Background: an optimization exercise with open tools, aiming at small area and a short achievable clock period. Do not read the settings as production practice. Where RTL was checked, it was by simulation tests only, not by an equivalence proof against the original. For runs 3 to 5, only the layout was checked, not whether the RTL still works. Power is estimated from default activity; no workload was simulated.

==> flow/design.v <==
`timescale 1ns / 1ps
module getOmega(
   input clk,
   input sck,
   input mosi,
   input ssel,
   output reg [39:0] omega,
   output reg chg,
   output wire [39:0] prev
);
    reg [2:0] SCKr;
    reg [1:0] SSELr;
    reg [1:0] MOSIr;
    always @(posedge clk) begin
        SCKr  <= {SCKr[1:0], sck};
        SSELr <= {SSELr[0], ssel};
        MOSIr <= {MOSIr[0], mosi};
    end
    wire sck_rise = ~SCKr[2] & SCKr[1];
    wire idle = SSELr[1];
    reg [40:0] sr;
    always @(posedge clk)
        if (sck_rise)
            sr <= {sr[39:0], MOSIr[1]};
    always @(posedge clk) begin
        if (idle)
            omega <= sr[39:0];
        chg <= idle & (sr[39:0] != omega);
    end
    assign prev = chg ? sr[40:1] : omega;
endmodule
module pfx_add #(parameter W = 8, parameter L = 3, parameter CI_LATE = 1) (a, b, ci, s, co);    
	input [W-1:0] a, b;
	input ci;
	output [W-1:0] s;
	output co;
	wire [W-1:0] p = a ^ b;
	wire [W-1:0] g = a & b;
	wire [(L+1)*W-1:0] gg, pp;
	assign gg[W-1:0] = CI_LATE ? g : {g[W-1:1], g[0] | (p[0] & ci)};
	assign pp[W-1:0] = p;
	genvar l, i;
	generate
		for (l = 0; l < L; l = l + 1) begin : lv
			for (i = 0; i < W; i = i + 1) begin : bt
				if ((i >> l) & 1) begin : join_
					localparam integer J = ((i >> l) << l) - 1;
					assign gg[(l+1)*W+i] = gg[l*W+i] | (pp[l*W+i] & gg[l*W+J]);
					assign pp[(l+1)*W+i] = pp[l*W+i] & pp[l*W+J];
				end else begin : pass_
					assign gg[(l+1)*W+i] = gg[l*W+i];
					assign pp[(l+1)*W+i] = pp[l*W+i];
				end
			end
		end
	endgenerate
	wire [W-1:0] c = CI_LATE ? gg[L*W +: W] | (pp[L*W +: W] & {W{ci}}) : gg[L*W +: W];    
	assign s = p ^ {c[W-2:0], ci};
	assign co = c[W-1];
endmodule
module capped_adder #(parameter RV1 = 0) (f, kl, kp, km, q1, nk, a1, a2, a3, a4, reset, hi, mid, lo, pos, neg);
	input [39:0] f;
	input [15:0] kl;
	input [12:0] kp;
	input [13:0] km;
	input q1, nk, a1, a2, a3, a4;    
	input reset;
	output [9:0] hi;
	output [1:0] mid;
	output [27:0] lo;
	output pos, neg;
	wire [29:0] k;
	assign k[15:0] = ({16{q1}} & kl) | ({16{nk}} & ~kl);
	assign k[29:16] = ({14{a1}} & {1'b0, kp}) | ({14{a4}} & ~{1'b0, kp})
	                | ({14{a2}} & km) | ({14{a3}} & ~km);
	wire [29:0] t;
	wire c30;
	pfx_add #(.W(30), .L(5), .CI_LATE(0)) add(.a(f[29:0]), .b(k), .ci(nk), .s(t), .co(c30));
	assign lo = t[27:0];
	wire [9:0] fh = f[39:30];
	wire up_ok = ~k[29] & (fh == 10'h1ff);
	wire dn_ok = k[29] & (fh == 10'h200);
	wire [9:0] fh_inc = fh + 10'd1;
	wire [9:0] fh_dec = fh - 10'd1;
	wire [9:0] rv = RV1 ? 10'h1ff : 10'h000;
	wire [9:0] h1 = reset ? rv : up_ok ? 10'h1ff : k[29] ? fh : fh_inc;
	wire [9:0] h0 = reset ? rv : dn_ok ? 10'h200 : k[29] ? fh_dec : fh;
	assign hi = ({10{c30}} & h1) | ({10{~c30}} & h0);
	assign mid = (t[29:28] | {2{pos}}) & ~{2{neg}};
	generate
		if (RV1) begin : rv1
			assign pos = (c30 & up_ok) | reset;
			assign neg = ~c30 & dn_ok & ~reset;
		end else begin : rv0
			assign pos = (c30 & up_ok) | reset;
			assign neg = (~c30 & dn_ok) | reset;
		end
	endgenerate
endmodule
module sd2(clk, reset, en, sd_in, bs_out, bs_out_nr);
input clk, reset;
input en;
input [11:0] sd_in;
output bs_out;
output bs_out_nr;                
reg [13:0] sd_reg1;
reg [13:0] sd_reg2;
wire ns = ~sd_reg1[13];
assign bs_out = ns;
wire [11:0] v = {~sd_in[11], sd_in[10:0]};
wire [12:0] w = {~sd_in[11], sd_in[11:0]};
wire [13:0] s2;
wire c2_unused;
pfx_add #(.W(14), .L(4), .CI_LATE(0)) add2(.a(sd_reg2), .b({1'b0, ns, v}), .ci(ns), .s(s2), .co(c2_unused));
wire [13:0] nx2 = {s2[13] ^ ns, s2[12:0]};
wire [13:0] hs = sd_reg1 ^ sd_reg2 ^ {1'b0, w};
wire [12:0] hc = (sd_reg1[12:0] & sd_reg2[12:0]) | (sd_reg1[12:0] & w) | (sd_reg2[12:0] & w);
wire [13:0] s1;
wire c1_unused;
pfx_add #(.W(14), .L(4), .CI_LATE(0)) add1(.a(hs), .b({hc, ns}), .ci(ns), .s(s1), .co(c1_unused));
wire [13:0] nx1 = {s1[13] ^ ns, s1[12:0]};
wire [13:0] reg1_nx = reset ? 14'd0 : en ? nx1 : sd_reg1;
assign bs_out_nr = ~(en ? nx1[13] : sd_reg1[13]);
always @(posedge clk) begin
	sd_reg1 <= reg1_nx;
	sd_reg2 <= reset ? 14'd0 : en ? nx2 : sd_reg2;
end
endmodule
module sd_two_piece #(parameter [39:0] RESETVAL = 40'd0) (clk, reset, en, kl, kp, km, sel, sd_out, sd_out_nr);
input clk, reset;
input en;
input [15:0] kl;
input [12:0] kp;
input [13:0] km;
input [5:0] sel;              
output sd_out;
output sd_out_nr;             
	reg [9:0] hi;
	reg [1:0] mid;
	reg [27:0] lo;
	reg pos, neg;
	wire [9:0] hi_nx;
	wire [1:0] mid_nx;
	wire [27:0] lo_nx;
	wire pos_nx, neg_nx;
	wire [39:0] feedback = {hi, mid, (lo | {28{pos}}) & ~{28{neg}}};
	capped_adder #(.RV1(RESETVAL != 40'd0)) add(feedback, kl, kp, km,
		sel[5], sel[4], sel[3], sel[2], sel[1], sel[0], reset, hi_nx, mid_nx, lo_nx, pos_nx, neg_nx);
	always @(posedge clk) begin
		hi <= hi_nx;
		mid <= mid_nx;
		lo <= lo_nx;
		pos <= pos_nx;
		neg <= neg_nx;
	end
	sd2 sd_one(
	.clk(clk),
	.reset(reset),
	.en(en),
	.sd_in(feedback[39:28]),
	.bs_out(sd_out),
	.bs_out_nr(sd_out_nr));
endmodule
module sigma_delta_twopiece(clk, reset, en, en_nr, en_rst, kl, kp, km, sd_out);
input clk, reset;
input en;
input en_nr, en_rst;    
input [15:0] kl;
input [12:0] kp;
input [13:0] km;
output [1:0] sd_out;
	wire [1:0] nr;    
	function [5:0] selects(input e, input sk, input so);
		selects = {e & sk, e & ~sk, e & sk & so, e & sk & ~so, e & ~sk & so, e & ~sk & ~so};
	endfunction
	reg [5:0] sel0, sel1;
	always @(posedge clk) begin
		sel0 <= reset ? selects(en_rst, 1'b1, 1'b1) : selects(en_nr, nr[1], nr[0]);
		sel1 <= reset ? selects(en_rst, 1'b0, 1'b1) : selects(en_nr, ~nr[0], nr[1]);
	end
	sd_two_piece #(.RESETVAL(40'h7fffffffff))
	piece_0 (
		.clk(clk),
		.reset(reset),
		.en(en),
		.kl(kl), .kp(kp), .km(km),
		.sel(sel0),
		.sd_out(sd_out[0]),
		.sd_out_nr(nr[0]));
	sd_two_piece #(.RESETVAL(40'h0000000000))
	piece_1 (
		.clk(clk),
		.reset(reset),
		.en(en),
		.kl(kl), .kp(kp), .km(km),
		.sel(sel1),
		.sd_out(sd_out[1]),
		.sd_out_nr(nr[1]));
endmodule
`timescale 1ns / 1ps
module clkDivider(
    input inClk,
    input reset,
    input wire [3:0] od_nx,    
    output reg outEn,
    output wire outEn_nx,      
    output wire outEn_nr,      
    output wire outEn_rst      
    );
    reg [10:0] cnt;
    wire [11:0] c;
    assign c[0] = 1'b1;
    genvar j;
    generate
        for (j = 0; j < 11; j = j + 1) begin : inc
            assign c[j+1] = c[j] & cnt[j];
        end
    endgenerate
    wire [10:0] cnt_inc = cnt ^ c[10:0];
    wire [10:0] cnt_nx = reset ? 11'd0 : cnt_inc;
    wire big = (od_nx <= 4'd1) | (od_nx >= 4'd13);
    wire [11:0] t;
    generate
        for (j = 0; j < 11; j = j + 1) begin : th
            assign t[j] = big | (od_nx <= 11 - j);
        end
    endgenerate
    assign t[11] = 1'b0;
    wire [10:0] r = {t[11:2], t[0] & ~t[1]};
    wire [10:0] ok = ~t[10:0] | ~(cnt ^ r);
    assign outEn_nr = &ok;
    assign outEn_rst = ~t[1];
    assign outEn_nx = reset ? outEn_rst : outEn_nr;
    always @(posedge inClk) begin
        cnt <= cnt_nx;
        outEn <= outEn_nx;
    end
endmodule
`timescale 1ns / 1ps
module main(
    input CLK67MHZ,
    input sckPort,
    input mosiPort,
    input sselPort,
    input resetPort,
    output upPort,
    output downPort
    );
    wire clk = CLK67MHZ;
    wire reset = resetPort;
    wire [39:0] data;
    wire        chg;
    wire [39:0] prev;
    getOmega omega(clk, sckPort, mosiPort, sselPort, data, chg, prev);
    wire [15:0] kl;
    wire [12:0] kp;
    wire [13:0] km;
    wire [3:0]  od, od_nx;
    bitShifter bs(clk, chg, prev, kl, kp, km, od, od_nx);
    wire en, en_nx, en_nr, en_rst;
    clkDivider getClk(clk, reset, od_nx, en, en_nx, en_nr, en_rst);
    wire [1:0] sdOut;
    sigma_delta_twopiece sigma_delta_twopiece(clk, reset, en, en_nr, en_rst, kl, kp, km, sdOut);
    reg d1, up_r, dn_r;
    always @(posedge clk) begin
        d1   <= sdOut[0];
        up_r <= ~(d1 & sdOut[0]);
        dn_r <= ~(d1 | sdOut[0]);
    end
    assign upPort = up_r;
    assign downPort = dn_r;
endmodule
module bitShifter(clk, chg, prev, kl, kp, km, outdivider, outdivider_nx);
input clk;
input chg;                   
input [39:0] prev;           
output reg [15:0] kl;
output reg [12:0] kp;
output reg [13:0] km;
output reg [3:0] outdivider;
output [3:0] outdivider_nx;
reg [39:0] internal_reg;
reg [3:0] countshift;
reg enable, inreg;
wire finished = |internal_reg[39:28];
assign outdivider_nx = finished ? outdivider : countshift;
always @(posedge clk) begin
    if (chg) begin
        enable <= 1'b1;
        inreg <= 1'b1;
        countshift <= 4'd0;
    end else if (enable) begin
        inreg <= 1'b0;
        if (!inreg && finished)
            countshift <= countshift + 4'd1;
    end
    if (inreg)
        internal_reg <= prev;
    else if (finished)
        internal_reg <= internal_reg >> 1;
    if (!finished) begin
        kl <= internal_reg[15:0];
        kp <= {1'b0, internal_reg[27:16]} + 13'd1;
        km <= {2'b00, internal_reg[27:16]} - 14'd1;
        outdivider <= countshift;
    end
end
endmodule
==> flow/flow/run.sh <==
#!/bin/bash
set -euo pipefail
bash standard.sh SETUP_SLACK_MARGIN=7.0 finish > flow_standard.log 2>&1
==> flow/standard.sh <==
#!/bin/bash
# synth_recipe.tcl (not shown) runs the flow's synth.tcl, then flattens the netlist and writes it again
# the make line also repeats each setting of config.mk as NAME=value (left out here)
make -C /OpenROAD-flow-scripts/flow DESIGN_CONFIG=/design/flow/config.mk WORK_HOME=/design/flow/orfs CLKGATE_MAP_FILE= SYNTH_SCRIPT=/design/flow/synth_recipe.tcl "${@:-finish}"
==> flow/config.mk <==
export PLATFORM = sky130hd
export DESIGN_NAME = main
export DESIGN_NICKNAME = main
export VERILOG_FILES = /design/flow/design.v
export SDC_FILE = /design/flow/constraint.sdc
export NUM_CORES = 4
export LEC_CHECK = 0
export ABC_AREA = 1
export CAP_MARGIN = 20
export CORE_MARGIN = 2
export CORE_UTILIZATION = 40
export CTS_CLUSTER_DIAMETER = 120
export CTS_CLUSTER_SIZE = 24
export PLACE_DENSITY = 0.75
export SLEW_MARGIN = 20
export TNS_END_PERCENT = 5
==> flow/constraint.sdc <==
create_clock -name core_clock -period 10.0 [get_ports {CLK67MHZ}]
set_input_delay 2.0000 -clock core_clock [delete_from_list [all_inputs] [get_ports {CLK67MHZ}]]
set_output_delay 2.0000 -clock core_clock [all_outputs]
set_load 0.01 [all_outputs]
==> results of run 1 <==
## power groups by stage
| stage | Clock (mW) | Combinational, mW | Sequential, mW |
|---|---|---|---|
| 2_1_floorplan | 0 | 0.604 | 1.67 |
| 3_3_place_gp | 0 | 0.699 | 1.70 |
| 3_5_place_dp | 0 | 0.735 | 1.71 |
| 4_1_cts | 0.814 | 0.773 | 1.68 |
| 5_1_grt | 0.861 | 0.947 | 1.70 |
| 6_report | 0.790 | 0.831 | 1.68 |
## layer usage
layer	global-route usage, %	wire (um)
met1	19.44	16940
met4	4.828	900
met3	1.488	1694
met5	0	0
met2	27.89	19480
## per-stage QoR
| step | total power, mW | hold WS (ns) |
|---|---|---|
| CTS | 3.268 | 0.3332 |
| global placement | 2.404 | 0.3128 |
| finish | 3.301 | 0.3307 |
| global route | 3.504 | 0.3436 |
| detailed placement | 2.445 | 0.3143 |
| floorplan | 2.278 | 0.3096 |
## final cells by class
class,instances,share of cell area (%)
Clock buffer,25,2.249
Clock inverter,3,0.1771
Inverter,239,4.339
Multi-Input combinational cell,1507,46.58
Sequential cell,346,40.52
Tap cell,615,3.630
Timing Repair Buffer,56,2.485
Timing Repair inverter,1,0.02361
## worst min-delay path by stage
stage / startpoint / endpoint / slack (ns) / cells after the start
CTS: omega.SCKr[0] / omega.SCKr[1] / 0.33 / 0
global placement: omega.SCKr[0] / omega.SCKr[1] / 0.31 / 0
floorplan: omega.MOSIr[0] / omega.MOSIr[1] / 0.31 / 0
finish: omega.SCKr[0] / omega.SCKr[1] / 0.33 / 0
detailed placement: omega.MOSIr[0] / omega.MOSIr[1] / 0.31 / 0
global route: omega.SSELr[0] / omega.SSELr[1] / 0.34 / 0
## cells by family (layout without fill, tap and decap cells)
kind of cell,count (synthesis),after routing,synth area share (%)
simple gates,779,780,17.45
compound gates,407,407,11.93
flops,346,346,44.48
buf+inv,306,324,6.015
fa+ha+maj,172,172,13.38
xor+xnor,148,148,6.744
## cells in the mapped netlist (4+ instances only)
library cell	instances
nor2_1	336
nand2_1	259
inv_1	232
o21ai_0	211
dfxtp_1	184
edfxtp_1	162
ha_1	116
a21oi_1	104
xor2_1	93
nand3_1	83
clkbuf_1	62
fa_1	56
xnor2_1	55
nand4_1	26
nor3_1	21
o211ai_1	17
o221ai_1	13
a22oi_1	12
nand2_2	12
o21bai_1	9
o21ai_1	8
nor4_1	7
o22ai_1	7
or2_2	7
nand2_4	6
a21o_1	5
nand3_2	5
a31oi_1	4
clkinv_1	4
## what timing repair did
item / 4_1_cts / 5_1_grt
endpoints found under the setup margin: 85 / 86
setup buffers: 10 / 25
gates resized for setup: 75 / 82
cloned: 1 / 2
pin swaps: 14 / 34
==> impl_metrics.env, run 1 <==
export IMPL_routed_wl_um=39010
export IMPL_critPathMaxFanout=1
export IMPL_placementRows=80
export IMPL_ff2ff_setup_slack_ns=7.05
export IMPL_rsz0062_at_grt="true"
export IMPL_synth_top_cells_by_area="edfxtp_1, dfxtp_1, ha_1, nor2_1, fa_1"
export IMPL_synth_edf_count=162
export IMPL_fp_dieW_um=223.2
export IMPL_p_switching_mw=1.029
export IMPL_reg2reg_to="sigma_delta_twopiece.piece_1.lo[27]"
export IMPL_crit_path_end_kind="output pin"
export IMPL_vias_per_cell=5.193
export IMPL_status="timing/DRC/antenna clean"
export IMPL_grt_pass1_vias=14257
export IMPL_drive_gt1_share_pct=10.61
export IMPL_yosys_area_top_type="edfxtp_1"
export IMPL_pwr_share_seq_pct=50.9
export IMPL_die_h_um=223.2
export IMPL_worstSetupPathType="reg -> out"
export IMPL_grt_max_degree=67
export IMPL_pwr_share_clk_pct=23.9
export IMPL_vias=14500
export IMPL_dpl_cell_area_mm2=0.01992
export IMPL_startpoint_type="flip-flop"
export IMPL_crit_slowest_cell="dfxtp_2"
export IMPL_critPathCapture="downPort"
export IMPL_seq_area_frac_synth_pct=44.48
export IMPL_instances_no_fill=2792
export IMPL_yosys_warnings=8
export IMPL_async_reset_ff_share_pct=0
export IMPL_seq_area_mm2=0.008588
export IMPL_worst_hold_path_type="reg -> reg"
export IMPL_crit_cells=1
export IMPL_drt_iter0_drc=989
export IMPL_drc=0
export IMPL_htreeDepth=1
export IMPL_final_common_cell="nor2_1"
export IMPL_tns_ns=0
export IMPL_arrival_ns=0.97
export IMPL_cts_root_buf="clkbuf_16"
export IMPL_synth_cells=2158
export IMPL_power_density_mw_per_mm2=155.8
export IMPL_hpwl_um=27390
export IMPL_core_mm2=0.04755
export IMPL_ys_ff_latch=346
export IMPL_fill_cells=4291
export IMPL_grt_pass1_wl_um=65450
export IMPL_drv_cap=0
export IMPL_dieArea_mm2=0.04982
export IMPL_diodes=0
export IMPL_finalWorstSetupSlack_ns=7.030
export IMPL_hold_viol=0
export IMPL_gr_total_overflow=0
export IMPL_io_pins=7
export IMPL_antenna_left=0
export IMPL_slew_viol_final=0
export IMPL_multi_input_area_mm2=0.009873
export IMPL_start_util_pct=40.42
export IMPL_wl_per_cell_um=13.97
export IMPL_p_comb_share_pct=25.2
export IMPL_dp_slack_ns=6.332
export IMPL_cts_buffers=18
export IMPL_avgSynthCellArea_um2=8.906
export IMPL_synth_ff_type="dfxtp_1"
export IMPL_cts_buffer_depth=3
export IMPL_r2r_cells=15
export IMPL_cts_hold_buf=0
export IMPL_nets=2346
export IMPL_finalSetupViolCount=0
export IMPL_power_internal_mw=2.272
export IMPL_ir_worst_vdd_uv=113.1
export IMPL_path_cells="buf_2"
export IMPL_synth_top_area_share_pct=25.31
export IMPL_layout_common_cells="nor2_1, nand2_1, inv_1, o21ai_0"
export IMPL_cp_slowest_stage_delay_ns=0.32
export IMPL_slew_headroom_pct=33.46
export IMPL_io_buffer_count=6
export IMPL_largest_register_ffs=41
export IMPL_skew_ns=0.01704
export IMPL_first_pass_iters=5
export IMPL_cp_top_family="flip-flops"
export IMPL_track_usage_pct=15.44
export IMPL_critPathLaunch="dn_r"
export IMPL_clock_sinks=346
export IMPL_worstMarginPinSlew_ns=0.9981
export IMPL_area_growth_pct=10.29
export IMPL_worst_path_buf_inv=1
export IMPL_clkLatencyLatePin_ns=0.53
export IMPL_fin_crit_sh_pct=29.70
export IMPL_critPathRequiredTime_ns=8.00
export IMPL_final_util_pct=44.58
export IMPL_synth_area_mm2=0.01922
export IMPL_cts_tree="built"
export IMPL_power_leakage_nw=9.099
export IMPL_clkTransAtPathRegs_ns=0.09
export IMPL_sw_frac_of_total_pct=31.17
export IMPL_max_freq_mhz=336.7
export IMPL_final_min_clock_period_ns=2.970
export IMPL_synth_nets=2335
export IMPL_fin_area_mm2=0.02120
export IMPL_r2r_start="bs.kl[0]"
export IMPL_dp_cells=2726
export IMPL_gp_congestion=0.8578
export IMPL_yosysUniqueCellTypes=52
export IMPL_antenna_found_initial=0
==> run 2, diff against run 1 <==
--- a/flow/config.mk
+++ b/flow/config.mk
@@ -11,6 +11,5 @@
 export CORE_UTILIZATION = 40
 export CTS_CLUSTER_DIAMETER = 120
 export CTS_CLUSTER_SIZE = 24
-export PLACE_DENSITY = 0.75
 export SLEW_MARGIN = 20
-export TNS_END_PERCENT = 5
+export TNS_END_PERCENT = 30
==> run 2 against run 1 <==
Die area stayed put; combinational power is 2% higher; hold slack better by 0.00087 ns; sequential cell count stayed put; first-iteration DRC count is 21% lower; still clean.
==> impl_metrics.env, run 2 <==
export IMPL_max_freq_mhz=336.0
export IMPL_start_util_pct=40.42
export IMPL_skew_ns=0.01434
export IMPL_worst_path_buf_inv=1
export IMPL_seq_area_mm2=0.008586
export IMPL_clock_sinks=346
export IMPL_async_reset_ff_share_pct=0
export IMPL_synth_edf_count=162
export IMPL_critPathLaunch="up_r"
export IMPL_gp_congestion=0.8385
export IMPL_wl_per_cell_um=14.11
export IMPL_final_common_cell="nor2_1"
export IMPL_io_pins=7
export IMPL_fin_area_mm2=0.02126
export IMPL_cts_buffers=18
export IMPL_power_density_mw_per_mm2=157.7
export IMPL_synth_nets=2335
export IMPL_antenna_left=0
export IMPL_drt_iter0_drc=781
export IMPL_vias_per_cell=5.021
export IMPL_crit_slowest_cell="dfxtp_1"
export IMPL_dieArea_mm2=0.04982
export IMPL_final_min_clock_period_ns=2.976
export IMPL_fp_dieW_um=223.2
export IMPL_synth_most_common_cell="nor2_1"
export IMPL_placementRows=80
export IMPL_fin_crit_sh_pct=29.76
export IMPL_grt_max_degree=67
export IMPL_synth_top_area_share_pct=25.31
export IMPL_dpl_cell_area_mm2=0.01990
export IMPL_vias=14028
export IMPL_status="timing/DRC/antenna clean"
export IMPL_synth_cells=2158
export IMPL_grt_pass1_vias=13769
export IMPL_clkTransAtPathRegs_ns=0.10
export IMPL_track_usage_pct=15.95
export IMPL_largest_register_ffs=41
export IMPL_gr_total_overflow=0
export IMPL_path_cells="buf_2"
export IMPL_htreeDepth=1
export IMPL_tns_ns=0
export IMPL_cts_buffer_depth=3
export IMPL_diodes=0
export IMPL_synth_area_mm2=0.01922
export IMPL_fill_cells=4517
export IMPL_r2r_start="bs.kl[0]"
export IMPL_rsz0062_at_grt="true"
export IMPL_slew_headroom_pct=33.64
export IMPL_finalSetupViolCount=0
export IMPL_yosys_warnings=8
export IMPL_layout_common_cells="nor2_1, nand2_1, inv_1, o21ai_0"
export IMPL_synth_top_cells_by_area="edfxtp_1, dfxtp_1, ha_1, nor2_1, fa_1"
export IMPL_yosys_top_cells_count="nor2_1, nand2_1, inv_1"
export IMPL_finalWorstSetupSlack_ns=7.024
export IMPL_area_growth_pct=10.61
export IMPL_crit_path_end_kind="output pin"
export IMPL_grt_pass1_wl_um=66760
export IMPL_worstMarginPinSlew_ns=0.9918
export IMPL_slew_viol_final=0
export IMPL_arrival_ns=0.98
export IMPL_antenna_found_initial=1
export IMPL_seq_area_frac_synth_pct=44.48
export IMPL_worst_hold_path_type="reg -> reg"
export IMPL_drv_cap=0
export IMPL_core_mm2=0.04755
export IMPL_critPathMaxFanout=1
export IMPL_dp_slack_ns=6.348
export IMPL_startpoint_type="flip-flop"
export IMPL_ff2ff_setup_slack_ns=7.09
export IMPL_die_h_um=223.2
export IMPL_io_buffer_count=6
export IMPL_yosysUniqueCellTypes=52
export IMPL_synth_ff_type="dfxtp_1"
export IMPL_first_pass_iters=7
export IMPL_power_leakage_nw=9.131
export IMPL_multi_input_area_mm2=0.009901
export IMPL_yosys_area_top_type="edfxtp_1"
export IMPL_cts_root_buf="clkbuf_16"
export IMPL_cp_slowest_stage_delay_ns=0.32
export IMPL_hold_viol=0
export IMPL_avgSynthCellArea_um2=8.906
export IMPL_routed_wl_um=39430
export IMPL_critPathRequiredTime_ns=8.00
export IMPL_cp_top_family="flip-flops"
export IMPL_drive_gt1_share_pct=10.51
export IMPL_hpwl_um=27400
export IMPL_drc=0
export IMPL_ys_ff_latch=346
export IMPL_hp_start="omega.SSELr[0]"
export IMPL_nets=2348
export IMPL_cts_tree="built"
export IMPL_clkLatencyLatePin_ns=0.54
export IMPL_worstSetupPathType="reg -> out"
export IMPL_ir_worst_vdd_uv=123.1
run 2: cell count changes in the layout (fill, tap and decap cells not counted), moves of 3 or more:
cell	before	now
o21ai_2	9	6
a21oi_4	4	7
o21ai_1	7	11
a21oi_2	15	11
buf_4	40	45
nand2_4	12	9
run 2: metal layers:
| metal | share of wire (%) | GRT usage, % | vias up | wire, um |
|---|---|---|---|---|
| li1 | - | - | 7205 | - |
| met1 | 48 | 21.11 | 6617 | 18750 |
| met2 | 48 | 27.55 | 151 | 18820 |
| met3 | 2.5 | 1.844 | 53 | 967 |
| met4 | 2.2 | 4.568 | 2 | 872 |
| met5 | 0.033 | 0 | - | 13 |
run 2: final timing paths:
path,to,depth (start not counted)
max,upPort,1
min,omega.SSELr[1],0
max reg2reg,sigma_delta_twopiece.piece_1.mid[1],17
min reg2reg,omega.SSELr[1],0
run 2: final cells by class:
type	instances	share of cell area (%)
Clock inverter	2	0.1177
Timing Repair Buffer	59	2.572
Sequential cell	346	40.39
Multi-Input combinational cell	1507	46.57
Inverter	239	4.326
Clock buffer	26	2.407
Tap cell	615	3.620
run 2: report_power, final:
group / switching [mW] / leakage, nW / internal, mW
Clock: 0.460 / 0.260 / 0.363
Combinational: 0.490 / 5.78 / 0.360
Sequential: 0.0989 / 3.09 / 1.58
run 2: cell families after synthesis:
family	share of synthesized area, %
fa+ha+maj	13.38
xor+xnor	6.744
compound gates	11.93
flops	44.48
simple gates	17.45
buf+inv	6.015
run 2: through the flow:
stage               hold WS, ns  cells  total power, mW  utilization, %
floorplan                0.3096   2158            2.278               -
CTS                      0.3338   2774            3.341           43.87
detailed placement       0.3121   2726            2.449           41.86
global placement         0.3103   2726            2.419           41.86
finish                   0.3316   2794            3.352           44.71
global route             0.3378   2794            3.576           44.71
run 2: timing repair:
action,CTS,global route
buffers inserted,18,20
hold buffers,0,0
gates resized for setup,80,77
gates cloned,2,0
pin swaps,18,29
setup endpoints to repair,89,82
==> run 3, diff against run 2 <==
--- a/flow/design.v
+++ b/flow/design.v
@@ -6,7 +6,7 @@
    input ssel,
    output reg [39:0] omega,
    output reg chg,
-   output wire [39:0] prev
+   output wire sr40
 );
     reg [2:0] SCKr;
     reg [1:0] SSELr;
@@ -27,7 +27,7 @@
             omega <= sr[39:0];
         chg <= idle & (sr[39:0] != omega);
     end
-    assign prev = chg ? sr[40:1] : omega;
+    assign sr40 = sr[40];
 endmodule
 module pfx_add #(parameter W = 8, parameter L = 3, parameter CI_LATE = 1) (a, b, ci, s, co);    
 	input [W-1:0] a, b;
@@ -250,13 +250,13 @@
     wire reset = resetPort;
     wire [39:0] data;
     wire        chg;
-    wire [39:0] prev;
-    getOmega omega(clk, sckPort, mosiPort, sselPort, data, chg, prev);
+    wire        sr40;
+    getOmega omega(clk, sckPort, mosiPort, sselPort, data, chg, sr40);
     wire [15:0] kl;
     wire [12:0] kp;
     wire [13:0] km;
     wire [3:0]  od, od_nx;
-    bitShifter bs(clk, chg, prev, kl, kp, km, od, od_nx);
+    bitShifter bs(clk, chg, data, sr40, kl, kp, km, od, od_nx);
     wire en, en_nx, en_nr, en_rst;
     clkDivider getClk(clk, reset, od_nx, en, en_nx, en_nr, en_rst);
     wire [1:0] sdOut;
@@ -270,10 +270,11 @@
     assign upPort = up_r;
     assign downPort = dn_r;
 endmodule
-module bitShifter(clk, chg, prev, kl, kp, km, outdivider, outdivider_nx);
+module bitShifter(clk, chg, inval, sr40, kl, kp, km, outdivider, outdivider_nx);
 input clk;
 input chg;                   
-input [39:0] prev;           
+input [39:0] inval;          
+input sr40;                  
 output reg [15:0] kl;
 output reg [12:0] kp;
 output reg [13:0] km;
@@ -294,10 +295,10 @@
         if (!inreg && finished)
             countshift <= countshift + 4'd1;
     end
-    if (inreg)
-        internal_reg <= prev;
-    else if (finished)
-        internal_reg <= internal_reg >> 1;
+    if (inreg | finished)
+        internal_reg <= ({40{inreg & ~chg}} & inval)
+                      | ({40{inreg & chg}} & {sr40, inval[39:1]})
+                      | ({40{~inreg}} & {1'b0, internal_reg[39:1]});
     if (!finished) begin
         kl <= internal_reg[15:0];
         kp <= {1'b0, internal_reg[27:16]} + 13'd1;
==> run 3 against run 2 <==
Still clean; maximum frequency shrank 0.53%; global-route usage is 0.059 points lower; sequential share of layout area is 0.20 points lower; sequential cell count did not move; clock skew up 0.0045 ns; critical path depth unchanged; non-clock buffer count up 18; final area rose by 0.65%; via count down 0.19%; routed wire length rose by 1.5%; hold slack improved by 0.00079 ns; largest power group unchanged.
==> impl_metrics.env, run 3 <==
export IMPL_clock_sinks=346
export IMPL_worstSetupPathType="reg -> out"
export IMPL_worst_path_buf_inv=1
export IMPL_synth_edf_count=162
export IMPL_ir_worst_vdd_uv=135.8
export IMPL_cts_buffer_depth=3
export IMPL_yosys_warnings=8
export IMPL_routed_wl_um=40040
export IMPL_rsz0062_at_grt="true"
export IMPL_critPathRequiredTime_ns=8.00
export IMPL_arrival_ns=0.99
export IMPL_worstMarginPinSlew_ns=1.033
export IMPL_r2r_cells=15
export IMPL_track_usage_pct=15.89
export IMPL_area_growth_pct=12.08
export IMPL_antenna_found_initial=0
export IMPL_clkTransAtPathRegs_ns=0.10
export IMPL_fin_crit_sh_pct=29.92
export IMPL_final_common_cell="nand2_1"
export IMPL_reg2reg_to="sigma_delta_twopiece.piece_1.mid[0]"
export IMPL_core_mm2=0.04745
export IMPL_synth_top_area_share_pct=25.48
export IMPL_synth_area_mm2=0.01909
export IMPL_start_util_pct=40.24
export IMPL_crit_slowest_cell="dfxtp_2"
export IMPL_layout_common_cells="nand2_1, nor2_1, inv_1, edfxtp_1, dfxtp_1"
export IMPL_drt_iter0_drc=770
export IMPL_max_freq_mhz=334.2
export IMPL_htreeDepth=1
export IMPL_critPathMaxFanout=1
export IMPL_die_h_um=222.5
export IMPL_final_min_clock_period_ns=2.992
export IMPL_placementRows=80
export IMPL_slew_viol_final=0
export IMPL_synth_cells=2121
export IMPL_dieArea_mm2=0.04949
export IMPL_hold_viol=0
export IMPL_cts_buffers=18
export IMPL_fp_dieW_um=222.5
export IMPL_wl_per_cell_um=14.37
export IMPL_synth_top_cells_by_area="edfxtp_1, dfxtp_1, ha_1, fa_1, nand2_1"
export IMPL_dp_cells=2691
export IMPL_grt_pass1_vias=13628
export IMPL_cts_tree="built"
export IMPL_synth_nets=2298
export IMPL_grt_pass1_wl_um=66180
export IMPL_tns_ns=0
export IMPL_drv_cap=0
export IMPL_clkLatencyLatePin_ns=0.54
export IMPL_cp_top_family="flip-flops"
export IMPL_grt_max_degree=66
export IMPL_io_buffer_count=6
export IMPL_fill_cells=4543
export IMPL_vias_per_cell=5.025
export IMPL_worst_hold_path_type="reg -> reg"
export IMPL_crit_cells=1
export IMPL_power_density_mw_per_mm2=130.4
export IMPL_cts_hold_buf=0
export IMPL_path_cells="buf_2"
export IMPL_first_pass_iters=6
export IMPL_ys_ff_latch=346
export IMPL_vias=14001
export IMPL_cts_root_buf="clkbuf_16"
export IMPL_critPathCapture="downPort"
export IMPL_finalWorstSetupSlack_ns=7.008
export IMPL_yosysUniqueCellTypes=54
export IMPL_critPathLaunch="dn_r"
export IMPL_synth_most_common_cell="nand2_1"
export IMPL_nets=2338
export IMPL_diodes=0
export IMPL_final_util_pct=45.10
export IMPL_crit_path_end_kind="output pin"
export IMPL_seq_area_frac_synth_pct=44.78
export IMPL_gp_congestion=0.8166
export IMPL_slew_headroom_pct=31.13
export IMPL_largest_register_ffs=41
export IMPL_status="timing/DRC/antenna clean"
export IMPL_hpwl_um=27120
export IMPL_async_reset_ff_share_pct=0
export IMPL_synth_ff_type="dfxtp_1"
export IMPL_drive_gt1_share_pct=11.98
export IMPL_finalSetupViolCount=0
export IMPL_yosys_top_cells_count="nand2_1, nor2_1, inv_1"
export IMPL_dp_slack_ns=6.095
export IMPL_power_leakage_nw=9.274
export IMPL_cp_slowest_stage_delay_ns=0.32
export IMPL_r2r_start="sigma_delta_twopiece.sel1[1]"
export IMPL_startpoint_type="flip-flop"
export IMPL_io_pins=7
export IMPL_yosys_area_top_type="edfxtp_1"
export IMPL_avgSynthCellArea_um2=9.001
export IMPL_antenna_left=0
export IMPL_drc=0
export IMPL_instances_no_fill=2786
export IMPL_ff2ff_setup_slack_ns=7.04
export IMPL_gr_total_overflow=0
export IMPL_skew_ns=0.01881
export IMPL_hold_worst_slack_ns=0.3324
==> run 3: power by group <==
part	internal [mW]	total, mW	switching (mW)
Sequential	1.55	1.60	0.0533
Combinational	0.155	0.379	0.224
Clock	0.345	0.809	0.464
==> run 3: stage by stage <==
step | power, mW | instance area (um2)
2_1_floorplan | 1.892 | 19090
3_3_place_gp | 1.962 | 19760
3_5_place_dp | 1.974 | 19780
4_1_cts | 2.802 | 20750
5_1_grt | 2.932 | 21400
6_report | 2.790 | 21400
==> run 3: worst min-delay path by stage <==
stage,start,end,cells after the start
2_1_floorplan,omega.MOSIr[0],omega.MOSIr[1],0
3_3_place_gp,omega.MOSIr[0],omega.MOSIr[1],0
3_5_place_dp,omega.MOSIr[0],omega.MOSIr[1],0
4_1_cts,omega.MOSIr[0],omega.MOSIr[1],0
5_1_grt,omega.MOSIr[0],omega.MOSIr[1],0
6_report,omega.MOSIr[0],omega.MOSIr[1],0
==> run 3: area by class of cell <==
type | count | area [um2] | area share [%]
Timing Repair inverter | 2 | 12.51 | 0.05848
Clock buffer | 27 | 484.2 | 2.263
Multi-Input combinational cell | 1468 | 9826 | 45.92
Inverter | 248 | 964.7 | 4.509
Timing Repair Buffer | 77 | 706.9 | 3.304
Tap cell | 615 | 769.5 | 3.596
Clock inverter | 3 | 33.78 | 0.1579
Sequential cell | 346 | 8600 | 40.19
==> run 3: logic make-up (layout without fill, tap and decap cells) <==
kind of cell	after synthesis	after routing	share of synthesized area (%)
DFF	346	346	44.78
adders and majority gates	172	172	13.47
and+or+nand+nor	785	788	17.80
AOI/OAI and AO/OA	363	363	11.15
buffers and inverters	310	357	6.141
xor gates and xnor gates	145	145	6.652
==> run 3: repair_timing <==
item                       CTS  global route
pin swaps                   17            40
gates cloned                 4             4
setup buffers               24            33
gates resized for setup     86           105
setup endpoints to repair   94           127
==> run 3: metal layers <==
layer,vias up,wire [um],track usage [%]
li1,7156,-,-
met1,6601,19180,22.00
met2,197,18740,26.64
met3,47,1225,1.415
met4,0,893,4.546
met5,-,0,0
==> run 4, diff against run 3 <==
--- a/flow/config.mk
+++ b/flow/config.mk
@@ -12,4 +12,4 @@
 export CTS_CLUSTER_DIAMETER = 120
 export CTS_CLUSTER_SIZE = 24
 export SLEW_MARGIN = 20
-export TNS_END_PERCENT = 30
+export TNS_END_PERCENT = 5
==> run 4 against run 3 <==
Register-to-register slack better by 0.05 ns; maximum frequency about the same; setup slack about the same; via count about the same.
==> impl_metrics.env, run 4 <==
export IMPL_vias=14007
export IMPL_startpoint_type="flip-flop"
export IMPL_dieArea_mm2=0.04949
export IMPL_instances_no_fill=2772
export IMPL_fp_dieW_um=222.5
export IMPL_synth_area_mm2=0.01909
export IMPL_arrival_ns=0.99
export IMPL_grt_pass1_wl_um=65990
export IMPL_grt_pass1_vias=13595
export IMPL_cts_hold_buf=0
export IMPL_seq_area_mm2=0.008591
export IMPL_cts_root_buf="clkbuf_16"
export IMPL_drt_met1_wl_um=19190
export IMPL_dpl_cell_area_mm2=0.01978
export IMPL_synth_adder_area_share_pct=13.47
export IMPL_synth_xor_area_share_pct=6.652
export IMPL_slew_viol_final=0
export IMPL_hpwl_um=27120
export IMPL_synth_nets=2298
export IMPL_synth_top_cells_by_area="edfxtp_1, dfxtp_1, ha_1, fa_1, nand2_1"
export IMPL_synth_most_common_cell="nand2_1"
export IMPL_synth_compound_area_share_pct=11.15
export IMPL_drv_cap=0
export IMPL_final_util_pct=44.69
export IMPL_synth_ff_type="dfxtp_1"
export IMPL_tns_ns=0
export IMPL_pwr_share_seq_pct=57.6
export IMPL_fill_cells=4566
export IMPL_ys_ff_latch=346
export IMPL_synth_top_family_by_area="simple AND/OR/NAND/NOR gates"
export IMPL_cp_top_family="flip-flops"
export IMPL_routed_top_layer="met4"
export IMPL_avgSynthCellArea_um2=9.001
export IMPL_layout_common_cells="nand2_1, nor2_1, inv_1, dfxtp_1, edfxtp_1"
export IMPL_first_pass_iters=5
export IMPL_power_density_mw_per_mm2=131.1
export IMPL_start_util_pct=40.24
export IMPL_drive_gt1_share_pct=10.99
export IMPL_routed_wl_um=39670
export IMPL_synth_cells=2121
export IMPL_max_freq_mhz=334.2
export IMPL_hold_viol=0
export IMPL_skew_ns=0.01686
export IMPL_io_pins=7
export IMPL_gr_total_overflow=0
export IMPL_worst_path_buf_inv=1
export IMPL_sw_frac_of_total_pct=26.51
export IMPL_wl_per_cell_um=14.31
export IMPL_cts_buffers=18
export IMPL_synth_edf_count=162
export IMPL_gp_congestion=0.8166
export IMPL_yosys_area_share_simple_pct=17.80
export IMPL_multi_input_area_mm2=0.009763
export IMPL_clkTransAtPathRegs_ns=0.10
export IMPL_dp_cells=2691
export IMPL_finalSetupViolCount=0
export IMPL_htreeDepth=1
export IMPL_final_min_clock_period_ns=2.992
export IMPL_met3_length_um=1102
export IMPL_cts_tree="built"
export IMPL_cp_slowest_stage_delay_ns=0.32
export IMPL_antenna_found_initial=0
export IMPL_fin_area_mm2=0.02120
export IMPL_yosys_area_top_type="edfxtp_1"
export IMPL_slew_headroom_pct=31.09
export IMPL_area_growth_pct=11.06
export IMPL_clock_sinks=346
export IMPL_yosys_top_cells_count="nand2_1, nor2_1, inv_1"
export IMPL_worst_hold_path_type="reg -> reg"
export IMPL_power_internal_mw=2.043
export IMPL_cts_buffer_depth=3
export IMPL_worstSetupPathType="reg -> out"
export IMPL_fin_crit_sh_pct=29.92
export IMPL_status="timing/DRC/antenna clean"
export IMPL_synth_area_mux_share_pct=0
export IMPL_diodes=0
export IMPL_die_h_um=222.5
export IMPL_yosys_warnings=8
export IMPL_synth_top_area_share_pct=25.48
export IMPL_critPathRequiredTime_ns=8.00
export IMPL_final_common_cell="nand2_1"
export IMPL_grt_max_degree=66
export IMPL_power_leakage_nw=9.190
export IMPL_wl_met2_um=18390
export IMPL_ir_worst_vdd_uv=135.1
export IMPL_crit_path_end_kind="output pin"
export IMPL_io_buffer_count=6
export IMPL_rsz0062_at_grt="true"
export IMPL_nets=2324
export IMPL_placementRows=80
export IMPL_largest_register_ffs=41
export IMPL_async_reset_ff_share_pct=0
export IMPL_track_usage_pct=15.83
export IMPL_worstMarginPinSlew_ns=1.034
export IMPL_vias_per_cell=5.053
export IMPL_p_switching_mw=0.7369
export IMPL_pwr_share_clk_pct=29.1
export IMPL_yosysUniqueCellTypes=54
export IMPL_clkLatencyLatePin_ns=0.54
export IMPL_antenna_left=0
export IMPL_crit_slowest_cell="dfxtp_2"
export IMPL_seq_area_frac_synth_pct=44.78
export IMPL_core_mm2=0.04745
export IMPL_path_cells="buf_2"
export IMPL_p_comb_share_pct=13.3
export IMPL_critPathMaxFanout=1
export IMPL_drc=0
export IMPL_drt_iter0_drc=824
run 4: power groups by stage:
| stage | logic [mW] | registers [mW] | clock network (mW) |
|---|---|---|---|
| finish | 0.369 | 1.60 | 0.809 |
| detailed placement | 0.339 | 1.63 | 0 |
| floorplan | 0.275 | 1.62 | 0 |
| global placement | 0.328 | 1.63 | 0 |
| CTS | 0.349 | 1.60 | 0.846 |
| global route | 0.421 | 1.61 | 0.889 |
run 4: kinds of logic (layout without fill, tap and decap cells):
kind of cell | count (synthesis) | after routing
fa+ha+maj | 172 | 172
buf+inv | 310 | 344
flops | 346 | 346
xor+xnor | 145 | 145
simple gates | 785 | 787
compound gates | 363 | 363
run 4: path summary, 6_finish.rpt:
kind	to	slack (ns)	cells after the start	from
setup / recovery	downPort	7.01	1	dn_r
hold / removal	omega.MOSIr[1]	0.33	0	omega.MOSIr[0]
setup reg to reg	sigma_delta_twopiece.piece_1.mid[0]	7.09	17	sigma_delta_twopiece.sel1[0]
hold reg to reg	omega.MOSIr[1]	0.33	0	omega.MOSIr[0]
run 4: per-stage QoR:
stage	total power, mW	hold WS (ns)	setup WS [ns]
final	2.780	0.3324	7.008
after global routing	2.923	0.3376	6.889
after CTS	2.799	0.3349	6.910
after detailed placement	1.974	0.3147	6.095
after global placement	1.962	0.3124	6.184
after floorplan	1.892	0.3096	6.729
run 4: layout make-up:
type                            count  share of cell area (%)
Clock inverter                      3                  0.1593
Clock buffer                       27                   2.284
Sequential cell                   346                   40.52
Multi-Input combinational cell   1467                   46.05
Inverter                          248                   4.532
Timing Repair inverter              2                 0.05901
Timing Repair Buffer               64                   2.774
Tap cell                          615                   3.629
run 4: layer usage:
layer  vias up  track usage, %
met5         -               0
met4         0           4.546
met3        54           1.415
met2       186           26.45
met1      6638           21.98
li1       7129               -
run 4: timing repair:
item / CTS / global route
gates cloned: 4 / 2
gates resized for setup: 77 / 93
pin swaps: 12 / 32
setup buffers: 19 / 26
endpoints found under the setup margin: 94 / 129
==> run 5, diff against run 4 <==
==> flow/flow/run.sh (replaced) <==
#!/bin/bash
set -euo pipefail
bash standard.sh SETUP_SLACK_MARGIN=7.2 finish > flow_standard.log 2>&1
--- a/flow/config.mk
+++ b/flow/config.mk
@@ -12,4 +12,4 @@
 export CTS_CLUSTER_DIAMETER = 120
 export CTS_CLUSTER_SIZE = 24
 export SLEW_MARGIN = 20
-export TNS_END_PERCENT = 5
+export TNS_END_PERCENT = 10
==> run 5 against run 4 <==
Still clean; sequential power about the same; global-route usage up 0.56 points; final area up 1.8%; clock skew up 0.010 ns; clock-buffer cell count down 1; utilization up 0.83 points; die area unchanged; synthesized cell count unchanged; via count up 0.56%; sequential share of layout area down 0.64 points; critical path depth unchanged; setup slack better by 0.0071 ns; critical path type unchanged.
==> impl_metrics.env, run 5 <==
export IMPL_status="timing/DRC/antenna clean"
export IMPL_placementRows=80
export IMPL_ys_ff_latch=346
export IMPL_drt_iter0_drc=968
export IMPL_grt_pass1_wl_um=67890
export IMPL_hold_path_depth=0
export IMPL_core_mm2=0.04745
export IMPL_yosys_area_top_type="edfxtp_1"
export IMPL_nets=2341
export IMPL_hpwl_um=27430
export IMPL_yosys_top_cells_count="nand2_1, nor2_1, inv_1"
export IMPL_dp_slack_ns=6.228
export IMPL_cts_buffers=18
export IMPL_path_cells="buf_2"
export IMPL_synth_nets=2298
export IMPL_area_growth_pct=13.11
export IMPL_critPathRequiredTime_ns=8.00
export IMPL_max_freq_mhz=335.0
export IMPL_clkLatencyLatePin_ns=0.54
export IMPL_multi_input_area_mm2=0.009913
export IMPL_clock_sinks=346
export IMPL_finalWorstSetupSlack_ns=7.015
export IMPL_cts_hold_buf=0
export IMPL_worstSetupPathType="reg -> out"
export IMPL_skew_ns=0.02685
export IMPL_wl_per_cell_um=14.45
export IMPL_cp_slowest_stage_delay_ns=0.32
export IMPL_fp_dieW_um=222.5
export IMPL_clkTransAtPathRegs_ns=0.10
export IMPL_routed_wl_um=40260
export IMPL_synth_most_common_cell="nand2_1"
export IMPL_reg2reg_to="sigma_delta_twopiece.piece_1.mid[0]"
export IMPL_yosysUniqueCellTypes=54
export IMPL_first_pass_iters=7
export IMPL_grt_pass1_vias=13923
export IMPL_die_h_um=222.5
export IMPL_ff2ff_setup_slack_ns=7.05
export IMPL_drive_gt1_share_pct=13.49
export IMPL_r2r_start="bs.kl[0]"
export IMPL_final_min_clock_period_ns=2.985
export IMPL_synth_ff_type="dfxtp_1"
export IMPL_cts_root_buf="clkbuf_16"
export IMPL_track_usage_pct=16.39
export IMPL_critPathMaxFanout=1
export IMPL_final_common_cell="nor2_1"
export IMPL_layout_common_cells="nor2_1, nand2_1, inv_1, edfxtp_1, dfxtp_1"
export IMPL_worst_path_buf_inv=1
export IMPL_arrival_ns=0.99
export IMPL_fill_cells=4509
export IMPL_synth_cells=2121
export IMPL_gr_total_overflow=0
export IMPL_ir_worst_vdd_uv=140.7
export IMPL_gp_congestion=0.7888
export IMPL_power_leakage_nw=9.384
export IMPL_io_pins=7
export IMPL_worstMarginPinSlew_ns=1.040
export IMPL_critPathCapture="downPort"
export IMPL_synth_edf_count=162
export IMPL_vias_per_cell=5.054
export IMPL_hold_viol=0
export IMPL_cts_tree="built"
export IMPL_dieArea_mm2=0.04949
export IMPL_avgSynthCellArea_um2=9.001
export IMPL_synth_top_area_share_pct=25.48
export IMPL_largest_register_ffs=41
export IMPL_critPathLaunch="dn_r"
export IMPL_r2r_cells=19
export IMPL_gr_usage_met3_pct=1.825
export IMPL_drc=0
export IMPL_yosys_warnings=8
export IMPL_crit_slowest_cell="dfxtp_1"
export IMPL_met2_usage_pct=28.26
export IMPL_diodes=0
export IMPL_fin_crit_sh_pct=29.85
export IMPL_slew_viol_final=0
export IMPL_io_buffer_count=6
export IMPL_cp_top_family="flip-flops"
export IMPL_slew_headroom_pct=30.67
export IMPL_finalSetupViolCount=0
export IMPL_worst_hold_path_type="reg -> reg"
export IMPL_synth_top_cells_by_area="edfxtp_1, dfxtp_1, ha_1, fa_1, nand2_1"
export IMPL_seq_area_mm2=0.008612
export IMPL_grt_max_degree=66
export IMPL_tns_ns=0
export IMPL_vias=14086
export IMPL_use_met1_pct=21.80
export IMPL_start_util_pct=40.24
export IMPL_grt_busiest_layer="met2"
export IMPL_seq_area_frac_synth_pct=44.78
export IMPL_drv_cap=0
export IMPL_antenna_found_initial=0
export IMPL_rsz0062_at_grt="true"
export IMPL_startpoint_type="flip-flop"
export IMPL_crit_path_end_kind="output pin"
export IMPL_async_reset_ff_share_pct=0
export IMPL_antenna_left=0
export IMPL_power_density_mw_per_mm2=130.6
export IMPL_crit_cells=1
export IMPL_htreeDepth=1
export IMPL_synth_area_mm2=0.01909
export IMPL_cts_buffer_depth=3
run 5: logic make-up after synthesis:
family	synth area share, %
XOR/XNOR	6.652
flip-flops	44.78
AO/OA/AOI/OAI	11.15
buffers and inverters	6.141
AND/OR/NAND/NOR	17.80
adder cells (fa/ha/maj)	13.47
run 5: layout make-up:
| cell class | instances | share of cell area, % |
|---|---|---|
| Clock buffer | 26 | 2.323 |
| Clock inverter | 2 | 0.09850 |
| Inverter | 248 | 4.479 |
| Multi-Input combinational cell | 1468 | 45.91 |
| Sequential cell | 346 | 39.88 |
| Tap cell | 615 | 3.563 |
| Timing Repair Buffer | 81 | 3.714 |
| Timing Repair inverter | 1 | 0.03476 |
run 5: layer usage:
metal	part of all wire [%]	wire, um
met5	0	0
met4	1.8	718
met3	3.6	1458
met2	48	19260
met1	47	18820
run 5: worst register-to-register path: cells and delay by family, from the launching register on:
family / cells / cell delay, ns
AOI/OAI and AO/OA: 4 / 0.47
adders and majority gates: 2 / 0.78
DFF: 1 / 0.47
and+or+nand+nor: 10 / 0.82
buffers and inverters: 3 / 0.35
run 5: worst min path at each step:
stage / startpoint / end / slack (ns)
final: omega.MOSIr[0] / omega.MOSIr[1] / 0.33
after global routing: omega.MOSIr[0] / omega.MOSIr[1] / 0.34
after CTS: omega.MOSIr[0] / omega.MOSIr[1] / 0.33
after detailed placement: omega.MOSIr[0] / omega.MOSIr[1] / 0.31
after global placement: omega.SSELr[0] / omega.SSELr[1] / 0.31
after floorplan: omega.MOSIr[0] / omega.MOSIr[1] / 0.31
run 5: timing repair:
action / in CTS / in global routing
endpoints found under the setup margin: 107 / 100
gates resized for setup: 117 / 99
setup buffers: 33 / 27
gates cloned: 7 / 0
pin swaps: 29 / 41
hold endpoints to repair: 0 / 0
run 5: power by group:
group | switching (mW) | total, mW | internal (mW) | leakage (nW)
logic | 0.228 | 0.399 | 0.170 | 6.02
registers | 0.0531 | 1.60 | 1.55 | 3.11
clock network | 0.463 | 0.819 | 0.356 | 0.253
run 5: per-stage QoR:
step | hold WS (ns) | util [%] | power [mW] | std cells | area (um2)
after floorplan | 0.3096 | - | 1.894 | 2121 | 19170
after global placement | 0.3119 | 41.78 | 1.963 | 2691 | 19820
after detailed placement | 0.3143 | 41.84 | 1.976 | 2692 | 19850
after CTS | 0.3337 | 44.41 | 2.823 | 2760 | 21070
after global routing | 0.3406 | 45.51 | 2.968 | 2787 | 21590
final | 0.3332 | 45.51 | 2.820 | 2787 | 21590
==> run 6, diff against run 5 <==
--- a/flow/design.v
+++ b/flow/design.v
@@ -104,17 +104,16 @@
 output bs_out;
 output bs_out_nr;                
 reg [13:0] sd_reg1;
-reg [13:0] sd_reg2;
+reg [13:0] sd_diff;              
 wire ns = ~sd_reg1[13];
 assign bs_out = ns;
-wire [11:0] v = {~sd_in[11], sd_in[10:0]};
 wire [12:0] w = {~sd_in[11], sd_in[11:0]};
-wire [13:0] s2;
-wire c2_unused;
-pfx_add #(.W(14), .L(4), .CI_LATE(0)) add2(.a(sd_reg2), .b({1'b0, ns, v}), .ci(ns), .s(s2), .co(c2_unused));
-wire [13:0] nx2 = {s2[13] ^ ns, s2[12:0]};
-wire [13:0] hs = sd_reg1 ^ sd_reg2 ^ {1'b0, w};
-wire [12:0] hc = (sd_reg1[12:0] & sd_reg2[12:0]) | (sd_reg1[12:0] & w) | (sd_reg2[12:0] & w);
+wire [11:0] dl = {1'b0, sd_reg1[10:0]} + {11'd0, ns};
+wire [2:0] dh = sd_reg1[13:11] + {ns, ns, 1'b1} + {2'b00, dl[11]};
+wire [13:0] nxd = {dh, dl[10:0]};
+wire [13:0] r2 = {sd_reg1[12:0], 1'b1};
+wire [13:0] hs = r2 ^ ~sd_diff ^ {1'b0, w};
+wire [12:0] hc = (r2[12:0] & ~sd_diff[12:0]) | (r2[12:0] & w) | (~sd_diff[12:0] & w);
 wire [13:0] s1;
 wire c1_unused;
 pfx_add #(.W(14), .L(4), .CI_LATE(0)) add1(.a(hs), .b({hc, ns}), .ci(ns), .s(s1), .co(c1_unused));
@@ -123,7 +122,7 @@
 assign bs_out_nr = ~(en ? nx1[13] : sd_reg1[13]);
 always @(posedge clk) begin
 	sd_reg1 <= reg1_nx;
-	sd_reg2 <= reset ? 14'd0 : en ? nx2 : sd_reg2;
+	sd_diff <= reset ? 14'd0 : en ? nxd : sd_diff;
 end
 endmodule
 module sd_two_piece #(parameter [39:0] RESETVAL = 40'd0) (clk, reset, en, kl, kp, km, sel, sd_out, sd_out_nr);
==> run 6 against run 5 <==
Still clean; synthesized cell count shrank 1.6%; register-to-register slack lost 0.08 ns; die area is 1.8% lower; final area down 3.0%; routed wire length down 3.7%; clock-buffer cell count did not move; synthesized area shrank 1.9%.
==> impl_metrics.env, run 6 <==
export IMPL_synth_most_common_cell="inv_1"
export IMPL_finalSetupViolCount=0
export IMPL_antenna_found_initial=0
export IMPL_cts_tree="built"
export IMPL_tns_ns=0
export IMPL_grt_pass1_wl_um=65470
export IMPL_arrival_ns=3.54
export IMPL_final_common_cell="inv_1"
export IMPL_track_usage_pct=16.38
export IMPL_sw_frac_of_total_pct=26.73
export IMPL_slew_headroom_pct=33.48
export IMPL_ff2ff_setup_slack_ns=6.97
export IMPL_async_reset_ff_share_pct=0
export IMPL_die_h_um=220.4
export IMPL_io_buffer_count=6
export IMPL_wl_per_cell_um=14.16
export IMPL_clkLatencyLatePin_ns=0.55
export IMPL_worstMarginPinSlew_ns=0.9977
export IMPL_hpwl_um=27150
export IMPL_power_mw=2.800
export IMPL_gp_congestion=0.8538
export IMPL_synth_nets=2240
export IMPL_largest_register_ffs=41
export IMPL_vias=13575
export IMPL_rsz0062_at_grt="true"
export IMPL_synth_cells=2087
export IMPL_ys_ff_latch=346
export IMPL_gr_total_overflow=0
export IMPL_status="timing/DRC/antenna clean"
export IMPL_synth_ff_type="dfxtp_1"
export IMPL_final_util_pct=45.20
export IMPL_cts_root_buf="clkbuf_16"
export IMPL_start_util_pct=40.41
export IMPL_cts_hold_buf=0
export IMPL_yosys_area_top_type="edfxtp_1"
export IMPL_yosysUniqueCellTypes=56
export IMPL_grt_pass1_vias=13136
export IMPL_max_freq_mhz=327.0
export IMPL_power_internal_mw=2.052
export IMPL_drive_gt1_share_pct=11.78
export IMPL_pwr_share_seq_pct=57.0
export IMPL_clock_sinks=346
export IMPL_slew_viol_final=0
export IMPL_synth_area_mm2=0.01873
export IMPL_power_density_mw_per_mm2=133.6
export IMPL_seq_area_frac_synth_pct=45.63
export IMPL_pwr_share_clk_pct=29.1
export IMPL_dieArea_mm2=0.04858
export IMPL_p_switching_mw=0.7486
export IMPL_synth_edf_count=162
export IMPL_dp_cells=2648
export IMPL_nets=2276
export IMPL_yosys_top_cells_count="inv_1, nand2_1, nor2_1"
export IMPL_drc=0
export IMPL_synth_top_cells_by_area="edfxtp_1, dfxtp_1, ha_1, inv_1, nand2_1"
export IMPL_drv_cap=0
export IMPL_clkTransAtPathRegs_ns=0.09
export IMPL_cts_buffers=18
export IMPL_p_comb_share_pct=13.9
export IMPL_vias_per_cell=4.958
export IMPL_drt_iter0_drc=782
export IMPL_core_mm2=0.04636
export IMPL_grt_max_degree=57
export IMPL_yosys_warnings=8
export IMPL_critPathRequiredTime_ns=10.48
export IMPL_layout_common_cells="inv_1, nand2_1, nor2_1, edfxtp_1, dfxtp_1"
export IMPL_placementRows=79
export IMPL_antenna_left=0
export IMPL_routed_wl_um=38770
export IMPL_diodes=0
export IMPL_instances_no_fill=2738
export IMPL_critPathMaxFanout=32
export IMPL_hold_viol=0
export IMPL_fp_dieW_um=220.4
export IMPL_area_growth_pct=11.85
export IMPL_startpoint_type="input port"
export IMPL_cts_buffer_depth=3
export IMPL_skew_ns=0.02181
export IMPL_htreeDepth=1
export IMPL_worst_hold_path_type="reg -> reg"
export IMPL_final_min_clock_period_ns=3.058
export IMPL_fin_crit_sh_pct=30.58
export IMPL_power_leakage_nw=8.992
export IMPL_avgSynthCellArea_um2=8.977
export IMPL_crit_path_end_kind="flip-flop"
export IMPL_first_pass_iters=5
export IMPL_ir_worst_vdd_uv=110.8
export IMPL_synth_top_area_share_pct=25.97
export IMPL_worstSetupPathType="in -> reg"
export IMPL_io_pins=7
[run 6: changes by cell type in the layout (fill, tap and decap cells not counted), sizes merged, moves of 14 or more]
cell    previous run  this run
ha               116       102
nand2            313       289
inv              242       278
xor2              93       108
nor2             298       267
o211ai            18        36
[run 6: worst paths after layout]
kind | start | to | cells after the start
hold reg to reg | omega.SSELr[0] | omega.SSELr[1] | 0
hold / removal | omega.SSELr[0] | omega.SSELr[1] | 0
setup reg to reg | bs.kl[0] | sigma_delta_twopiece.piece_1.lo[5] | 15
setup / recovery | resetPort | sigma_delta_twopiece.sel0[3] | 7
[run 6: what timing repair did]
| item | in CTS | in global routing |
|---|---|---|
| buffers inserted | 44 | 11 |
| resized for setup | 93 | 62 |
| endpoints found under the setup margin | 86 | 132 |
| cloned | 7 | 0 |
| pin swaps | 38 | 15 |
[run 6: metal layers]
layer | vias to the layer above | GRT usage, % | wire (um)
met5 | - | 0 | 0
met4 | 0 | 3.445 | 610
met3 | 36 | 1.842 | 1467
met2 | 216 | 27.21 | 17680
met1 | 6349 | 23.08 | 19010
li1 | 6974 | - | -
[run 6: cell families (layout without fill, tap and decap cells)]
family / Yosys count / count (layout) / synth area share, %
AO/OA/AOI/OAI: 348 / 348 / 10.77
XOR/XNOR: 164 / 164 / 7.667
adder cells (fa/ha/maj): 148 / 148 / 11.73
buffers and inverters: 349 / 390 / 7.073
flip-flops: 346 / 346 / 45.63
multiplexers: 4 / 4 / 0.2137
AND/OR/NAND/NOR: 728 / 731 / 16.92
[run 6: power by group through the flow]
| stage | Clock [mW] | Sequential [mW] | Combinational [mW] |
|---|---|---|---|
| after floorplan | 0 | 1.61 | 0.279 |
| after global placement | 0 | 1.63 | 0.335 |
| after detailed placement | 0 | 1.63 | 0.343 |
| after CTS | 0.845 | 1.60 | 0.373 |
| after global routing | 0.896 | 1.61 | 0.442 |
| final | 0.815 | 1.60 | 0.389 |
[run 6: through the flow]
step / cell area, um2 / hold WS, ns / setup WS [ns]
2_1_floorplan: 18830 / 0.3096 / 7.089
3_3_place_gp: 19450 / 0.3096 / 6.318
3_5_place_dp: 19480 / 0.3127 / 6.298
4_1_cts: 20710 / 0.3294 / 6.977
5_1_grt: 20960 / 0.3365 / 6.816
6_report: 20960 / 0.3295 / 6.942
[run 6: critical path: stages]
cell,delay (ns)
buf_2,0.08
buf_4,0.34
buf_4,0.40
o211ai_1,0.33
nand2_4,0.16
nand2_2,0.07
nor2_2,0.13
[run 6: cell type report]
type                    count  area (um2)
well taps                 607       759.5
flip-flops and latches    346        8587
multi-input cells        1395        9238
repair inverters            1       5.005
fillers                  4386       25400
clock buffers              26       480.5
repair buffers             75       734.5
inverters                 286        1119
clock inverters             2       32.53
==> run 7, diff against run 6 <==
==> flow/flow/run.sh (replaced) <==
#!/bin/bash
set -euo pipefail
bash standard.sh SETUP_SLACK_MARGIN=7.0 finish > flow_standard.log 2>&1
==> run 7 against run 6 <==
Synthesized area did not move; hold slack lost 0.0019 ns; critical path type is now reg -> out; highest routed layer unchanged; clock skew grew 0.0011 ns.
==> impl_metrics.env, run 7 <==
export IMPL_yosys_warnings=8
export IMPL_hold_worst_slack_ns=0.3276
export IMPL_grt_pass1_vias=12831
export IMPL_finalWorstSetupSlack_ns=7.025
export IMPL_layout_common_cells="inv_1, nand2_1, nor2_1, dfxtp_1, edfxtp_1"
export IMPL_final_min_clock_period_ns=2.975
export IMPL_routed_wl_um=38260
export IMPL_worstSetupPathType="reg -> out"
export IMPL_synth_nets=2240
export IMPL_drive_gt1_share_pct=10.25
export IMPL_status="timing/DRC/antenna clean"
export IMPL_grt_max_degree=57
export IMPL_synth_ff_type="dfxtp_1"
export IMPL_synth_cells=2087
export IMPL_grt_pass1_wl_um=63110
export IMPL_crit_path_end_kind="output pin"
export IMPL_skew_ns=0.02288
export IMPL_seq_area_frac_synth_pct=45.63
export IMPL_nets=2261
export IMPL_synth_edf_count=162
export IMPL_ff2ff_setup_slack_ns=7.03
export IMPL_avgSynthCellArea_um2=8.977
export IMPL_fp_dieW_um=220.4
export IMPL_io_pins=7
export IMPL_power_leakage_nw=8.922
export IMPL_arrival_ns=0.98
export IMPL_first_pass_iters=5
export IMPL_clkLatencyLatePin_ns=0.56
export IMPL_clock_sinks=346
export IMPL_yosys_area_top_type="edfxtp_1"
export IMPL_fill_cells=4385
export IMPL_clkTransAtPathRegs_ns=0.10
export IMPL_drt_iter0_drc=808
export IMPL_vias_per_cell=4.960
export IMPL_placementRows=79
export IMPL_area_growth_pct=11.07
export IMPL_slew_headroom_pct=36.15
export IMPL_die_h_um=220.4
export IMPL_crit_cells=1
export IMPL_synth_top_area_share_pct=25.97
export IMPL_hpwl_um=26670
export IMPL_core_mm2=0.04636
export IMPL_worst_path_buf_inv=1
export IMPL_cp_top_family="flip-flops"
export IMPL_diodes=0
export IMPL_cp_slowest_stage_delay_ns=0.31
export IMPL_drv_cap=0
export IMPL_r2r_start="bs.kl[0]"
export IMPL_cts_root_buf="clkbuf_16"
export IMPL_cts_buffer_depth=3
export IMPL_slew_viol_final=0
export IMPL_cts_buffers=18
export IMPL_path_cells="buf_2"
export IMPL_startpoint_type="flip-flop"
export IMPL_antenna_left=0
export IMPL_worstMarginPinSlew_ns=0.9543
export IMPL_htreeDepth=1
export IMPL_synth_area_mm2=0.01873
export IMPL_r2r_cells=15
export IMPL_finalSetupViolCount=0
export IMPL_ys_ff_latch=346
export IMPL_wl_per_cell_um=14.04
export IMPL_io_buffer_count=6
export IMPL_reg2reg_to="sigma_delta_twopiece.piece_0.lo[17]"
export IMPL_track_usage_pct=15.70
export IMPL_yosysUniqueCellTypes=56
export IMPL_gr_total_overflow=0
export IMPL_antenna_found_initial=0
export IMPL_start_util_pct=40.41
export IMPL_power_density_mw_per_mm2=134.1
export IMPL_tns_ns=0
export IMPL_dp_slack_ns=5.797
export IMPL_largest_register_ffs=41
export IMPL_yosys_top_cells_count="inv_1, nand2_1, nor2_1"
export IMPL_dieArea_mm2=0.04858
export IMPL_critPathMaxFanout=1
export IMPL_rsz0062_at_grt="true"
export IMPL_drc=0
export IMPL_cts_tree="built"
export IMPL_synth_top_cells_by_area="edfxtp_1, dfxtp_1, ha_1, inv_1, nand2_1"
export IMPL_synth_most_common_cell="inv_1"
export IMPL_critPathRequiredTime_ns=8.00
export IMPL_final_common_cell="inv_1"
export IMPL_fin_crit_sh_pct=29.75
export IMPL_max_freq_mhz=336.1
export IMPL_crit_slowest_cell="dfxtp_1"
export IMPL_vias=13510
export IMPL_critPathCapture="upPort"
export IMPL_gp_congestion=0.8576
export IMPL_hold_viol=0
export IMPL_async_reset_ff_share_pct=0
export IMPL_ir_worst_vdd_uv=151.1
export IMPL_cts_hold_buf=0
export IMPL_critPathLaunch="up_r"
export IMPL_worst_hold_path_type="reg -> reg"
[run 7: cell counts after synthesis]
Identical to the previous run, type by type.
[run 7: how the worst min path moves through the flow]
stage / start / endpoint / slack, ns / cells after the start
final: omega.SSELr[0] / omega.SSELr[1] / 0.33 / 0
after global routing: omega.SSELr[0] / omega.SSELr[1] / 0.34 / 0
after CTS: omega.SSELr[0] / omega.SSELr[1] / 0.33 / 0
after detailed placement: omega.SCKr[0] / omega.SCKr[1] / 0.31 / 0
after global placement: omega.MOSIr[0] / omega.MOSIr[1] / 0.31 / 0
after floorplan: omega.MOSIr[0] / omega.MOSIr[1] / 0.31 / 0
[run 7: worst register-to-register path: stages, from the launching register on]
cell,delay (ns)
edfxtp_1,0.45
nand2_1,0.15
o21ai_4,0.07
fa_2,0.38
fa_2,0.42
nand3_2,0.09
nand2_2,0.07
nand2_2,0.07
nand2_2,0.07
nand3_2,0.08
nand2_4,0.06
a21oi_4,0.17
o21ai_4,0.13
buf_4,0.16
fa_1,0.36
xor2_1,0.15
[run 7: through the flow]
stage / instance area (um2) / std cells / utilization [%] / total power, mW
2_1_floorplan: 18740 / 2087 / - / 1.890
3_3_place_gp: 19390 / 2647 / 41.83 / 1.960
3_5_place_dp: 19420 / 2648 / 41.89 / 1.969
4_1_cts: 20330 / 2700 / 43.86 / 2.796
5_1_grt: 20810 / 2724 / 44.88 / 2.929
6_report: 20810 / 2724 / 44.88 / 2.790
[run 7: power by group]
part | switching [mW] | leakage, nW | internal [mW]
Combinational | 0.229 | 5.57 | 0.149
Sequential | 0.0445 | 3.10 | 1.55
Clock | 0.469 | 0.251 | 0.348
[run 7: per-layer routing]
| metal | vias up | share of wire [%] | global-route usage, % |
|---|---|---|---|
| met5 | - | 0 | 0 |
| met4 | 0 | 1.6 | 3.266 |
| met3 | 46 | 3.0 | 1.512 |
| met2 | 195 | 46 | 26.07 |
| met1 | 6327 | 50 | 22.30 |
| li1 | 6942 | - | - |
[run 7: area by class of cell]
type                            instances  area [um2]  area share (%)
Multi-Input combinational cell       1396        9263           44.52
Clock buffer                           27       484.2           2.327
Inverter                              286        1101           5.292
Timing Repair Buffer                   58       558.0           2.682
Sequential cell                       346        8581           41.24
Clock inverter                          2       46.29          0.2225
Timing Repair inverter                  2       15.01         0.07216
Tap cell                              607       759.5           3.650
[run 7: logic make-up (layout without fill, tap and decap cells)]
family                     after synthesis  after routing  share of synthesized area (%)
and+or+nand+nor                        728            732                          16.92
buffers and inverters                  349            375                          7.073
AOI/OAI and AO/OA                      348            348                          10.77
DFF                                    346            346                          45.63
xor gates and xnor gates               164            164                          7.667
adders and majority gates              148            148                          11.73
muxes                                    4              4                         0.2137
[run 7: timing repair]
action                     4_1_cts  5_1_grt
gates cloned                     3        4
setup buffers                   20       20
setup endpoints to repair       79       78
resized for setup               68       80
pin swaps                       16       30
hold endpoints to repair         0        0

-- afterwards: timing with drivers on the ports --
How much do the figures lean on ideal ports? The routed layouts below were timed once more, with nothing changed but the port constraints. Step 1 sets driving cells, clkbuf_16 on the clock port and buf_2 on the other inputs (assumed; they add their load-dependent delay and slew). Step 2 times the ports against the registers' clock, not the clock port: input delays grow and output delays shrink by t, the midpoint of the rising clock arrivals with the driver on. a / b / c = ideal / step 1 / step 2; a / b = the first two.
| run | shift t [ns] | setup WS [ns] |
|---|---|---|
| run 1 | 0.575 | 7.030 / 6.979 / 6.540 |
| run 2 | 0.591 | 7.024 / 6.967 / 6.607 |
| run 3 | 0.587 | 7.008 / 6.956 / 6.597 |
| run 4 | 0.586 | 7.008 / 6.956 / 6.491 |
| run 5 | 0.579 | 7.015 / 6.961 / 6.727 |
| run 6 | 0.595 | 6.942 / 6.951 / 6.380 |
| run 7 | 0.605 | 7.025 / 6.969 / 6.550 |
After both steps setup and hold are still met in every run listed.
